Background: an optimization exercise with open tools, aiming at a short achievable clock period and few clock cycles. Do not read the settings as production practice.
Where RTL was checked, it was by simulation tests only, not by an equivalence proof against the original.
Power figures rest on the tool's default switching activity, not on a simulated workload.

## riscv
module riscv(
	input	wire		clk,
	input	wire		rst,		 
	input	wire	[31:0]	inst_i,		 
	output	wire	[31:0]	inst_addr_o,	 
	output	wire		inst_ce_o,	 
	input	wire	[31:0]	data_i,		 
	output	wire		data_we_o,	 
	output	wire		data_ce_o,	 
	output	wire	[31:0]	data_addr_o,	 
	output	wire	[31:0]	data_o		 
);
Size: roughly 10000 cells after synthesis.
Settings: LEC_CHECK=0, CAP_MARGIN=20, CORE_MARGIN=2, CORE_UTILIZATION=40, CTS_CLUSTER_DIAMETER=150, CTS_CLUSTER_SIZE=20, PLACE_DENSITY=0.6, SLEW_MARGIN=20, SYNTH_HIERARCHICAL=1, TNS_END_PERCENT=100; clock period 10.0 ns.
standard.sh (not shown) runs the stock make flow with config.mk's settings and CLKGATE_MAP_FILE= SYNTH_SCRIPT=/design/flow/synth_recipe.tcl, a recipe that flattens the netlist after the stock synthesis.
==> flow/flow/run.sh <==
#!/bin/bash
set -u
bash standard.sh SETUP_SLACK_MARGIN=6.7 finish > standard_flow.log 2>&1
==> next run, changes <==
--- a/flow/design.v
+++ b/flow/design.v
@@ -572,33 +572,37 @@
 	output		mispred_o
 );
 assign	mispred_o = (btaken_i & (t_i[0] | (t_i[1] & bne_i))) | (~btaken_i & t_i[1]) | t_i[2] |
 		    (t_i[3] & bne_i) | (t_i[4] & jne_i);
 endmodule
 module riscv_wb(
 	input	[31:0]		pc_i,
+	input			stall_i,
 	input			pred_i,
 	input	[12+1:2]	ptgt_i,
 	output	[31:0]		next_o,
 	output	[31:0]		pc4_o
 );
 riscv_wb_inc INC(.pc_i(pc_i), .pc4_o(pc4_o));
-assign	next_o = pred_i ? {pc_i[31:12+2], ptgt_i, 2'b00} : pc4_o;
+assign	next_o = stall_i ? pc_i :
+		 pred_i  ? {pc_i[31:12+2], ptgt_i, 2'b00} : pc4_o;
 endmodule
 module riscv_wb_s(
 	input			en_i,
-	input	[31:0]		pc_i,
 	input			stall_i,
+	input			pred_i,		 
 	input			spred_i,	 
 	input	[31:2]		stgt_i,
 	input	[31:0]		next_i,
 	output	[31:0]		next_o
 );
-wire	[31:0]	n = stall_i ? pc_i : spred_i ? {stgt_i, 2'b00} : next_i;
-assign	next_o = n & {32{en_i}};
+wire	use_s = ~stall_i & ~pred_i & spred_i;
+wire	sel_s = en_i & use_s;
+wire	sel_o = en_i & ~use_s;
+assign	next_o = ({32{sel_s}} & {stgt_i, 2'b00}) | ({32{sel_o}} & next_i);
 endmodule
 module riscv_wb_f(
 	input			mispred_i,
 	input	[31:0]		redir_i,
 	input	[31:0]		next_i,
 	output	[31:0]		next_o
 );
@@ -948,33 +952,34 @@
 	.pred_o(s_pred),
 	.tgt_o(s_tgt)
 );
 wire	s_use = ~f_hit & s_pred;
 wire	[31:0]	next_pc, next_pc_out, next_pc_b, next_pc_s, next_pc_so, pc4;
 riscv_wb NPC(
 	.pc_i(pc),
+	.stall_i(stall),
 	.pred_i(f_pred),
 	.ptgt_i(f_ptgt),
 	.next_o(next_pc_b),
 	.pc4_o(pc4)
 );
 riscv_wb_s NPCS(
 	.en_i(1'b1),
-	.pc_i(pc),
 	.stall_i(stall),
+	.pred_i(f_pred),
 	.spred_i(s_use),
 	.stgt_i(s_tgt),
 	.next_i(next_pc_b),
 	.next_o(next_pc_s)
 );
 riscv_wb_f NPCF(.mispred_i(mispred), .redir_i(redir_pc), .next_i(next_pc_s), .next_o(next_pc));
 riscv_wb_s NPCSO(
 	.en_i(~rst),
-	.pc_i(pc),
 	.stall_i(stall),
+	.pred_i(f_pred),
 	.spred_i(s_use),
 	.stgt_i(s_tgt),
 	.next_i(next_pc_b),
 	.next_o(next_pc_so)
 );
 riscv_wb_f NPCFO(.mispred_i(mispred_o), .redir_i(redir_pc), .next_i(next_pc_so), .next_o(next_pc_out));
 always @(posedge clk) begin
The changed run finished with timing, DRC and antenna clean.
First-iteration DRC count climbs by about 8%.
Total power climbs by 1.7%.
Final area climbs by 2.8%.
Worst setup slack gains 0.29 ns.
Global-route usage climbs by 1.3 points.
Die area drops by about 0.7%.
Core utilization climbs by 1.5 points.
Testbench counts after the change, summed over its fixed seeds: cycles 149,965.
For the first run of this note, only the layout was checked, not whether the RTL still works.

## afterwards: timing with drivers on the ports
How much do the figures lean on ideal ports? The routed layouts below were timed once more, with nothing changed but the port constraints.
Step 1 sets driving cells, clkbuf_16 on the clock port and buf_2 on the other inputs (assumed; they add their load-dependent delay and slew).
Step 2 times the ports against the registers' clock, not the clock port: input delays grow and output delays shrink by t, the midpoint of the rising clock arrivals with the driver on.
a / b / c = ideal / step 1 / step 2; a / b = the first two.
| run | t, ns | setup slack, ns | hold WS [ns] | pins driven straight from the clock port |
|---|---|---|---|---|
| the first run | 1.030 | 6.160 / 6.101 / 5.071 | 0.328 / 0.328 / 0.328 | 1 |
| the second run | 1.036 | 6.447 / 6.413 / 5.379 | 0.276 / 0.276 / 0.276 | 1 |
After both steps setup and hold are still met in every run listed. The setup slack of the first run, which loses most, moves by -0.059 ns with the drivers and by -1.089 ns with both steps.
